Background: an optimization exercise with open tools, aiming at small area. Do not read the settings as production practice. In this exercise RTL edits were held to simulation tests only and were not proved equivalent to the original. No activity file was given, so power comes from the tool's default toggle rates.

==> flow/design.v <==
module debounce (
    input  logic clk,
    input  logic rst,
    input  logic button,
    output logic rise
);
localparam logic [12:0] Z5000 = 13'd3344;
logic [12:0] count;
wire at_max = (count == Z5000);
always_ff @(posedge clk, posedge rst) begin
    if (rst) begin
        count <= 13'd0;
        rise  <= 1'b0;
    end else begin
        rise <= button & at_max;
        if (!button)
            count <= 13'd0;
        else if (at_max)
            count <= 13'h1fff;
        else
            count <= {count[11:0], ~(count[12] ^ count[5])};
    end
end
endmodule
module single_pulse_detector (
    input  logic clk,
    input  logic rst,
    input  logic input_signal,
    output logic output_pulse
);
always_ff @(posedge clk, posedge rst) begin
    if (rst)
        output_pulse <= 1'b0;
    else
        output_pulse <= input_signal;
end
endmodule
module disp_ctrl (
    input  logic [4:0] disp_val,
    output logic [6:0] seg_out
);
always_comb begin
    case (disp_val)
        5'h10: seg_out = 7'b1111110;  
        5'h11: seg_out = 7'b0110000;  
        5'h12: seg_out = 7'b1101101;  
        5'h13: seg_out = 7'b1111001;  
        5'h14: seg_out = 7'b0110011;  
        5'h15: seg_out = 7'b1011011;  
        5'h16: seg_out = 7'b1011111;  
        5'h17: seg_out = 7'b1110000;  
        5'h18: seg_out = 7'b1111111;  
        5'h19: seg_out = 7'b1110011;  
        5'h1a: seg_out = 7'b1110111;  
        5'h1b: seg_out = 7'b0011111;  
        5'h1c: seg_out = 7'b1001110;  
        5'h1d: seg_out = 7'b0111101;  
        5'h1e: seg_out = 7'b1001111;  
        5'h1f: seg_out = 7'b1000111;  
        default: seg_out = 7'b0000000;
    endcase
end
endmodule
module decoder (
    input  logic       clk,
    input  logic       rst,
    input  logic [3:0] row,
    output logic [3:0] col,
    output logic [4:0] hold,    
    output logic       cap
);
localparam logic [5:0] Z62 = 6'b100000;
localparam logic [5:0] SAT = 6'b111111;
logic [3:0]  cnt;
logic [15:0] kr;
logic [95:0] cr;      
logic        rmask;   
logic        a1, b1, a41, b41, rise;
wire pass_a = &col;
wire pass_b = ~col[3];
wire pass_c = ~col[2];
wire start  = (cnt == 4'd0);
wire       k_h   = kr[15] & ~rmask;
wire [5:0] c_h   = cr[95:90];
wire       h_sat = (c_h == SAT);
wire       h_z62 = (c_h == Z62);
wire       v1    = k_h & h_sat;
wire       v41   = k_h & (h_sat | h_z62);
wire       r_h   = k_h & h_z62;
wire [5:0] c_new = k_h ? (h_z62 ? SAT : {c_h[4:0], ~(c_h[5] ^ c_h[4])}) : 6'd0;
function automatic int colbit(input int k);
    case (k)
        1, 4, 7, 0:    colbit = 3;
        2, 5, 8, 15:   colbit = 2;
        3, 6, 9, 14:   colbit = 1;
        default:       colbit = 0;
    endcase
endfunction
function automatic int rowbit(input int k);
    case (k)
        1, 2, 3, 10:   rowbit = 3;
        4, 5, 6, 11:   rowbit = 2;
        7, 8, 9, 12:   rowbit = 1;
        default:       rowbit = 0;
    endcase
endfunction
logic [15:0] kr_next;
always_comb begin
    kr_next = {kr[14:0], kr[15]};
    for (int k = 0; k < 16; k++)
        if (cnt == 4'd14 && !col[colbit(k)])
            kr_next[(14 - k) & 15] = ~row[rowbit(k)];
end
always_ff @(posedge clk) begin
    kr <= kr_next;
    cr <= {cr[89:0], pass_b ? c_new : c_h};
end
always_ff @(posedge clk, posedge rst) begin
    if (rst) begin
        cnt   <= 4'd0;
        col   <= 4'b1111;
        rmask <= 1'b1;
        hold  <= 5'd0;
    end else begin
        cnt <= cnt + 4'd1;
        if (cnt == 4'd15)
            col <= {~&col, col[3:1]};
        if (pass_b && cnt == 4'd15)
            rmask <= 1'b0;
        if ((pass_b && a1 && !b1 && v1) || (pass_c && a41 && !b41 && h_sat))
            hold <= {1'b1, cnt};
    end
end
always_ff @(posedge clk) begin
    if (pass_a) begin
        a1  <= (start ? 1'b0 : a1) | v1;
        b1  <= (start ? 1'b0 : b1) | (a1 & v1 & !start);
        a41 <= (start ? 1'b0 : a41) | v41;
        b41 <= (start ? 1'b0 : b41) | (a41 & v41 & !start);
    end
    if (pass_b)
        rise <= (start ? 1'b0 : rise) | r_h;
end
assign cap = rise & ~col[1] & (cnt == 4'd10);
endmodule
module ssd_top
#(
    parameter clk_freq = 1_024_000,
    parameter stable_time = 5
)
(
    input logic clk,
    input logic [1:0] btn,
    input logic sw,
    output logic led,
    output logic [6:0] seg,
    output logic chip_sel,
    input logic [3:0] row,
    output logic [3:0] col
);
localparam max_delay = clk_freq*stable_time/1024;
logic rst;
logic c_sel;
logic [12:0] count_div;
logic [4:0] hold;
logic key_cap;
logic btn1_rise;
logic btn1_pulse;
logic [4:0] seg_reg;
logic [4:0] seg1_reg;
logic [4:0] seg2_reg;
logic btn_press_toggle;
decoder decoder_i (
    .clk(clk),
    .rst(rst),
    .row(row),
    .col(col),
    .hold(hold),
    .cap(key_cap)
);
debounce db_i (
    .clk(clk),
    .rst(rst),
    .button(btn[1]),
    .rise(btn1_rise)
);
single_pulse_detector sp_i (
    .clk(clk),
    .rst(rst),
    .input_signal(btn1_rise),
    .output_pulse(btn1_pulse)
);
always_ff @(posedge clk, posedge rst) begin
    if (rst) begin
        c_sel <= 1'b0;
        count_div <= 13'd0;
    end else begin
        if (sw == 0) begin
            if (btn1_pulse)
                c_sel <= ~c_sel;
        end else begin
            count_div <= count_div + 13'd1;
            if (count_div == 13'(max_delay)) begin
                count_div <= 13'd0;
                c_sel <= ~c_sel;
            end
        end
    end
end
always_ff @(posedge clk, posedge rst) begin
    if (rst) begin
        seg1_reg <= 5'd0;
        seg2_reg <= 5'd0;
        btn_press_toggle <= 1'b1;
    end else if (key_cap) begin
        if (sw == 0) begin
            seg1_reg <= hold;
        end else if (btn_press_toggle) begin
            seg1_reg <= hold;
            seg2_reg <= 5'd0;
            btn_press_toggle <= 1'b0;
        end else begin
            seg2_reg <= hold;
            btn_press_toggle <= 1'b1;
        end
    end
end
always_ff @(posedge clk, posedge rst) begin
    if (rst)
        seg_reg <= 5'd0;
    else if (sw == 0 || chip_sel)
        seg_reg <= seg1_reg;
    else
        seg_reg <= seg2_reg;
end
disp_ctrl dc_i (
    .disp_val(seg_reg),
    .seg_out(seg)
);
assign rst = btn[0];
assign led = sw;
assign chip_sel = c_sel;
endmodule
==> flow/run.sh <==
#!/bin/bash
# synth_recipe.tcl (not shown) runs the flow's synth.tcl, then flattens the netlist and writes it again
# the make line also repeats each setting of config.mk as NAME=value (left out here)
make -C /OpenROAD-flow-scripts/flow DESIGN_CONFIG=/design/flow/config.mk WORK_HOME=/design/flow/orfs CLKGATE_MAP_FILE= SYNTH_SCRIPT=/design/flow/synth_recipe.tcl finish
==> flow/config.mk <==
export PLATFORM = sky130hd
export DESIGN_NAME = ssd_top
export DESIGN_NICKNAME = ssd_top
export VERILOG_FILES = /design/flow/design.v
export SDC_FILE = /design/flow/constraint.sdc
export NUM_CORES = 4
export LEC_CHECK = 0
export CAP_MARGIN = 20
export CORE_MARGIN = 2
export CORE_UTILIZATION = 40
export PLACE_DENSITY = 0.6
export SLEW_MARGIN = 20
==> flow/constraint.sdc <==
create_clock -name core_clock -period 5.0 [get_ports {clk}]
set_input_delay 1.0000 -clock core_clock [delete_from_list [all_inputs] [get_ports {clk}]]
set_output_delay 1.0000 -clock core_clock [all_outputs]
set_load 0.01 [all_outputs]
==> results.sh, run 1 <==
export IMPL_status="complete, no violations"
export IMPL_grt_pass1_vias=2997
export IMPL_yosysSeqAreaShare_pct=71.0
export IMPL_crit_path_end_kind="output port"
export IMPL_postSynthCellCount=430
export IMPL_r2r_cells=4
export IMPL_syn_area_per_cell_um2=12.7
export IMPL_clock_latency_ps=420
export IMPL_drv_cap=0
export IMPL_min_path_type="register to register"
export IMPL_htreeDepth=4
export IMPL_drc=0
export IMPL_synth_async_reset_ratio_pct=33.5
export IMPL_synth_distinct_cells=47
export IMPL_hold_buffers=0
export IMPL_start_util_pct=41.1
export IMPL_num_rows=42
export IMPL_gp_congestion=0.791
export IMPL_post_drt_wl_per_cell_um=12.0
export IMPL_crit_fanout=4
export IMPL_switching_share_pct=23.1
export IMPL_power_internal_mw=2.21
export IMPL_yosysWarningCount=5
export IMPL_worst_pin_slew_ps=687
export IMPL_cts_num_sinks=176
export IMPL_power_total_mw=2.87
export IMPL_post_cts_buffers=0
export IMPL_grt_pass1_wl_um=13900
export IMPL_largest_reg_flops=96
export IMPL_port_buffers=20
export IMPL_hold_depth=0
export IMPL_root_buffer="clkbuf_16"
export IMPL_postRouteWirelength_um=7820
export IMPL_synth_seq_cells=176
export IMPL_grt_max_degree=49
export IMPL_ys_top_cells_by_area="dfxtp_1, dfrtp_1, mux2_2"
export IMPL_grt_usage_pct=12.2
export IMPL_cts_buffers=17
export IMPL_combinationalPowerShare_pct=3.3
export IMPL_multi_input_area_um2=1490
export IMPL_clockPowerShare_pct=45.1
export IMPL_power_leakage_nw=2.81
export IMPL_vdd_drop_max_mv=0.304
export IMPL_largest_register="decoder_i.cr"
export IMPL_yosysTopAreaCell="dfxtp_1"
export IMPL_cp_start_kind="register"
export IMPL_met3_usage_pct=4.89
export IMPL_fill_cells=1187
export IMPL_max_freq_ghz=0.301
export IMPL_antenna_found_initial=0
export IMPL_die_y_um=121
export IMPL_drv_slew=0
export IMPL_clk_path_buf_depth=2
export IMPL_place_worst_setup_slack_ps=1770
export IMPL_synth_edff_count=5
export IMPL_grt_use_met1_pct=16.1
export IMPL_timing_final_ws_setup_ps=1670
export IMPL_period_needed_ps=3330
export IMPL_die_w_um=121
export IMPL_syn_nets=448
export IMPL_r2r_setup_slack_ps=2950
export IMPL_clock_skew_ps=9.15
export IMPL_crit_required_ps=4000
export IMPL_drt_iter0_drc=101
export IMPL_cp_arrival_ps=2330
export IMPL_drive_above_1_share_pct=14.6
export IMPL_finalSetupViolCount=0
export IMPL_die_area_um2=14600
export IMPL_core_area_um2=13300
export IMPL_dp_hpwl_um=5020
export IMPL_hold_violations=0
export IMPL_area_growth_pct=18.0
export IMPL_worstSetupPathType="register to output port"
export IMPL_power_density_nw_per_um2=445
export IMPL_routed_via_count=3010
export IMPL_cts_tree="built"
export IMPL_vias_per_cell=4.64
export IMPL_largestRegisters="decoder_i.cr (96), decoder_i.kr (16)"
export IMPL_setup_tns_ps=0
export IMPL_grt_setup_unrepaired="false"
export IMPL_synth_most_common_cell="dfxtp_1"
export IMPL_p_sw_mw=0.663
export IMPL_grt_busiest_layer="met2"
export IMPL_seqCellArea_um2=3880
export IMPL_synth_top_area_share_pct=41.1
export IMPL_dr_pass1_iters=4
export IMPL_relSlewSlack_pct=54.1
export IMPL_cts_reportedPaths_clkPinSlew_ps=70
export IMPL_seqPwrFrac_pct=51.6
export IMPL_synth_flop_cell="dfxtp_1"
export IMPL_synthTopCellsByCount="dfxtp_1, nand2_1, dfrtp_1"
export IMPL_ant_nets=0
export IMPL_grtUsageMet2_pct=18.0
export IMPL_overflow=0
export IMPL_io_pins=21
export IMPL_fin_crit_sh_pct=66.6
export IMPL_antenna_cells=0
export IMPL_fin_nets=478
export IMPL_final_util_pct=48.5
export IMPL_cts_resized=0
export IMPL_synth_area_um2=5460
==> power by group through the flow <==
| stage | logic, mW | registers [mW] | clock network (mW) |
|---|---|---|---|
| 6_report | 0.0941 | 1.48 | 1.29 |
| 5_1_grt | 0.108 | 1.49 | 1.39 |
| 4_1_cts | 0.0954 | 1.48 | 1.33 |
| 3_5_place_dp | 0.0951 | 1.51 | 0 |
| 3_3_place_gp | 0.0914 | 1.51 | 0 |
| 2_1_floorplan | 0.0719 | 1.50 | 0 |
==> cells by family after synthesis <==
logic type	Yosys count	share of synthesized area [%]
AOI/OAI and AO/OA	57	6.28
xor gates and xnor gates	14	2.25
adders and majority gates	10	2.29
buffers and inverters	25	1.81
DFF	176	71.0
muxes	22	4.54
and+or+nand+nor	126	11.9
==> layout make-up <==
cell class	instances	area share, %
Sequential cell	176	60.1
Multi-Input combinational cell	229	23.1
Clock buffer	18	6.66
Tap cell	176	3.42
Timing Repair Buffer	21	3.22
Clock inverter	14	2.62
Inverter	15	0.874
==> metal layers <==
metal	wire length (µm)	vias to the layer above
met5	0	-
met4	92	0
met3	328	7
met2	3410	43
met1	3990	1437
li1	-	1523
==> worst paths after layout <==
| path | from | end |
|---|---|---|
| max | seg_reg[0] | seg[3] |
| min in group asynchronous | btn[0] | count_div[0] |
| max in group asynchronous | btn[0] | db_i.count[10] |
| min reg2reg | decoder_i.cr[42] | decoder_i.cr[48] |
| min | decoder_i.cr[42] | decoder_i.cr[48] |
| max reg2reg | decoder_i.rmask | decoder_i.hold[0] |
==> critical path: stages (launching register included) <==
cell and delay [ps]:
dfrtp_1 390, inv_1 110, ha_1 310, nor2b_1 150, or3_1 350, o311a_1 130
clkdlybuf4s50_1 480
==> layout by cell type, fill, tap and decap left out, types with 5 or more instances in the layout <==
master / synthesis / routed
ha_1: 10 / 10
dfrtp_1: 53 / 53
nor4_1: 5 / 5
a21oi_1: 5 / 5
nor2b_1: 9 / 9
inv_6: 0 / 5
edfxtp_1: 5 / 5
and2_1: 5 / 5
inv_1: 15 / 14
dfxtp_1: 112 / 112
nand2_1: 54 / 54
xnor2_1: 11 / 11
nand3_1: 10 / 10
clkdlybuf4s50_1: 0 / 20
o21ai_0: 34 / 34
mux2_2: 22 / 22
dfstp_2: 6 / 6
nor2_1: 15 / 15
clkbuf_16: 0 / 17
==> per-stage QoR <==
| step | hold slack, ps | cells | area (µm²) |
|---|---|---|---|
| 2_1_floorplan | 310 | 430 | 5460 |
| 3_3_place_gp | 312 | 617 | 5850 |
| 3_5_place_dp | 312 | 617 | 5850 |
| 4_1_cts | 325 | 649 | 6440 |
| 5_1_grt | 332 | 649 | 6440 |
| 6_report | 324 | 649 | 6440 |
==> run 2: changes to the inputs <==
==> flow/flow/run.sh (new file) <==
#!/bin/bash
set -e
export CTS_ARGS="-sink_clustering_enable -repair_clock_nets -dont_use_dummy_load -buf_list sky130_fd_sc_hd__clkbuf_8"
export BUFFER_PORTS_ARGS="-buffer_cell sky130_fd_sc_hd__buf_1"
bash standard.sh > standard.log 2>&1
==> flow/standard.sh (new file) <==
#!/bin/bash
# synth_recipe.tcl (not shown) runs the flow's synth.tcl, then flattens the netlist and writes it again
# the make line also repeats each setting of config.mk as NAME=value (left out here)
make -C /OpenROAD-flow-scripts/flow DESIGN_CONFIG=/design/flow/config.mk WORK_HOME=/design/flow/orfs CLKGATE_MAP_FILE= SYNTH_SCRIPT=/design/flow/synth_recipe.tcl "${@:-finish}"
removed: flow/run.sh
==> run 2 against run 1 <==
Power fell by 21%; final cell count is 2.3% lower; fmax rose by 10%; worst setup slack better by 310 ps; combinational power shrank 6.0%; final area decreased by 7.6%; sequential share of layout area increased by 4.9 points; synthesized area unchanged; sequential cell count unchanged; via count is 0.27% higher; still clean on timing, DRC and antenna; critical path depth is the same; first-iteration DRC count increased by 44%; largest cell class unchanged.
==> results.sh, run 2 <==
export IMPL_r2r_start="decoder_i.rmask"
export IMPL_power_internal_mw=1.79
export IMPL_io_pins=21
export IMPL_htreeDepth=4
export IMPL_hold_buffers=0
export IMPL_syn_area_per_cell_um2=12.7
export IMPL_fin_crit_sh_pct=60.4
export IMPL_cts_tree="built"
export IMPL_place_worst_setup_slack_ps=2430
export IMPL_grt_max_degree=60
export IMPL_yosysTopAreaCell="dfxtp_1"
export IMPL_postRouteWirelength_um=7740
export IMPL_status="complete, no violations"
export IMPL_yosysWarningCount=5
export IMPL_dr_pass1_iters=4
export IMPL_timing_final_ws_setup_ps=1980
export IMPL_largestRegisters="decoder_i.cr (96), decoder_i.kr (16)"
export IMPL_ant_nets=0
export IMPL_cts_resized=0
export IMPL_vias_per_cell=4.76
export IMPL_clockPowerShare_pct=30.6
export IMPL_max_stage_delay_ps=390
export IMPL_final_common_cell="dfxtp_1"
export IMPL_path_cells="inv_1 -> ha_1 -> nor2b_1 -> or3_1 -> o311a_1 -> buf_1"
export IMPL_port_buffers=20
export IMPL_final_cell_mix="dfxtp_1, nand2_1, dfrtp_1"
export IMPL_crit_fanout=4
export IMPL_cts_reportedPaths_clkPinSlew_ps=90
export IMPL_drv_slew=0
export IMPL_postSynthCellCount=430
export IMPL_synth_top_area_share_pct=41.1
export IMPL_cts_num_sinks=176
export IMPL_grtUsageMet2_pct=16.5
export IMPL_synth_most_common_cell="dfxtp_1"
export IMPL_antenna_cells=0
export IMPL_drive_above_1_share_pct=12.0
export IMPL_setup_tns_ps=0
export IMPL_cp_start_kind="register"
export IMPL_root_buffer="clkbuf_8"
export IMPL_max_freq_ghz=0.331
export IMPL_power_leakage_nw=2.59
export IMPL_p_sw_mw=0.480
export IMPL_synth_seq_cells=176
export IMPL_grt_usage_pct=11.8
export IMPL_min_path_type="register to register"
export IMPL_grt_busiest_layer="met2"
export IMPL_grt_use_met1_pct=16.0
export IMPL_hold_depth=0
export IMPL_power_total_mw=2.27
export IMPL_relSlewSlack_pct=51.1
export IMPL_die_w_um=121
export IMPL_seqPwrFrac_pct=65.5
export IMPL_area_growth_pct=9.05
export IMPL_hp_start="decoder_i.cr[31]"
export IMPL_worst_pin_slew_ps=733
export IMPL_clock_latency_ps=450
export IMPL_cp_arrival_ps=2020
export IMPL_post_drt_wl_per_cell_um=12.2
export IMPL_grt_pass1_wl_um=13400
export IMPL_yosysSeqAreaShare_pct=71.0
export IMPL_r2r_cells=4
export IMPL_synth_area_um2=5460
export IMPL_clock_skew_ps=32.6
export IMPL_crit_buf_inv=2
export IMPL_drc=0
export IMPL_largest_register="decoder_i.cr"
export IMPL_combinationalPowerShare_pct=3.9
export IMPL_met3_usage_pct=4.61
export IMPL_crit_required_ps=4000
export IMPL_crit_family="simple AND/OR/NAND/NOR gates"
export IMPL_worstHoldEndpoint="decoder_i.cr[37]"
export IMPL_die_area_um2=14600
export IMPL_hold_violations=0
export IMPL_synth_async_reset_ratio_pct=33.5
export IMPL_synthTopCellsByCount="dfxtp_1, nand2_1, dfrtp_1"
export IMPL_synth_distinct_cells=47
export IMPL_period_needed_ps=3020
export IMPL_holdWs_ps=309
export IMPL_antenna_found_initial=0
export IMPL_gp_congestion=0.809
export IMPL_vdd_drop_max_mv=0.267
export IMPL_ys_top_cells_by_area="dfxtp_1, dfrtp_1, mux2_2"
export IMPL_crit_path_end_kind="output port"
export IMPL_worstSetupPathType="register to output port"
export IMPL_die_y_um=121
export IMPL_drv_cap=0
export IMPL_post_cts_buffers=0
export IMPL_power_density_nw_per_um2=381
export IMPL_finalSetupViolCount=0
export IMPL_start_util_pct=41.1
export IMPL_cts_buffers=17
export IMPL_overflow=0
export IMPL_cp_slowest_cell="dfrtp_1"
export IMPL_drt_iter0_drc=145
export IMPL_core_area_um2=13300
export IMPL_switching_share_pct=21.2
export IMPL_r2r_end="decoder_i.hold[1]"
export IMPL_grt_pass1_vias=2912
export IMPL_clk_path_buf_depth=2
export IMPL_grt_setup_unrepaired="false"
export IMPL_synth_flop_cell="dfxtp_1"
export IMPL_synth_edff_count=5
export IMPL_syn_nets=448
export IMPL_routed_via_count=3018
export IMPL_dp_hpwl_um=5130
export IMPL_r2r_setup_slack_ps=2960
export IMPL_largest_reg_flops=96
export IMPL_fin_nets=478
export IMPL_num_rows=42
[run 2: how the worst max path moves through the flow]
stage	slack (ps)	endpoint	depth (start not counted)	from
after floorplan	2550	c_sel	1	btn[0]
after global placement	2490	seg[3]	6	seg_reg[0]
after detailed placement	2430	seg[3]	6	seg_reg[0]
after CTS	1950	seg[3]	6	seg_reg[0]
after global routing	1850	seg[3]	6	seg_reg[0]
final	1980	seg[3]	6	seg_reg[0]
[run 2: per-layer routing]
| layer | part of all wire [%] | vias to the layer above |
|---|---|---|
| met3 | 4.5 | 8 |
| met5 | 0 | - |
| met2 | 43 | 56 |
| met1 | 51 | 1467 |
| li1 | - | 1487 |
| met4 | 1.6 | 0 |
[run 2: kinds of logic (layout without fill, tap and decap cells)]
group / count (synthesis) / after routing / share of synthesized area [%]
mux: 22 / 22 / 4.54
compound gates: 57 / 57 / 6.28
xor+xnor: 14 / 14 / 2.25
fa+ha+maj: 10 / 10 / 2.29
simple gates: 126 / 126 / 11.9
flops: 176 / 176 / 71.0
buf+inv: 25 / 53 / 1.81
[run 2: final cells by class]
class,count,area (µm²)
clock buffer,17,234
tap,176,220
timing repair buffer,21,82.6
inverter,15,56.3
multi-input combinational,229,1490
sequential,176,3880
fill,1214,7340
[run 2: stage by stage]
step | cell area (µm²) | instances | utilization, %
floorplan | 5460 | 430 | -
detailed placement | 5720 | 617 | 43.0
global route | 5960 | 634 | 44.8
finish | 5960 | 634 | 44.8
global placement | 5720 | 617 | 43.0
CTS | 5960 | 634 | 44.8
[run 2: power by group through the flow]
| stage | Combinational (mW) | Clock, mW | Sequential (mW) |
|---|---|---|---|
| floorplan | 0.0719 | 0 | 1.50 |
| global placement | 0.0874 | 0 | 1.51 |
| detailed placement | 0.0902 | 0 | 1.51 |
| CTS | 0.0901 | 0.725 | 1.48 |
| global route | 0.103 | 0.783 | 1.49 |
| finish | 0.0885 | 0.694 | 1.48 |

-- what the ideal ports hide --
The flow's constraints put no driver on any port. The routed layouts listed below were extracted and timed again, unchanged, in two steps. Step 1 assumes that a clkbuf_16 drives the clock port and a buf_2 every other input. Step 2 also shifts input and output timing later by t, the mid clock arrival at the registers, as if the neighbouring blocks saw the same clock. Slacks: ideal / step 1 / step 2; pairs: ideal / step 1.
run	shift t [ns]	setup slack, ns	worst setup path at the end
run 1	0.450	1.672 / 1.635 / 1.735	input to output
run 2	0.461	1.980 / 1.949 / 2.409	register to output
After both steps setup and hold are still met in every run listed.
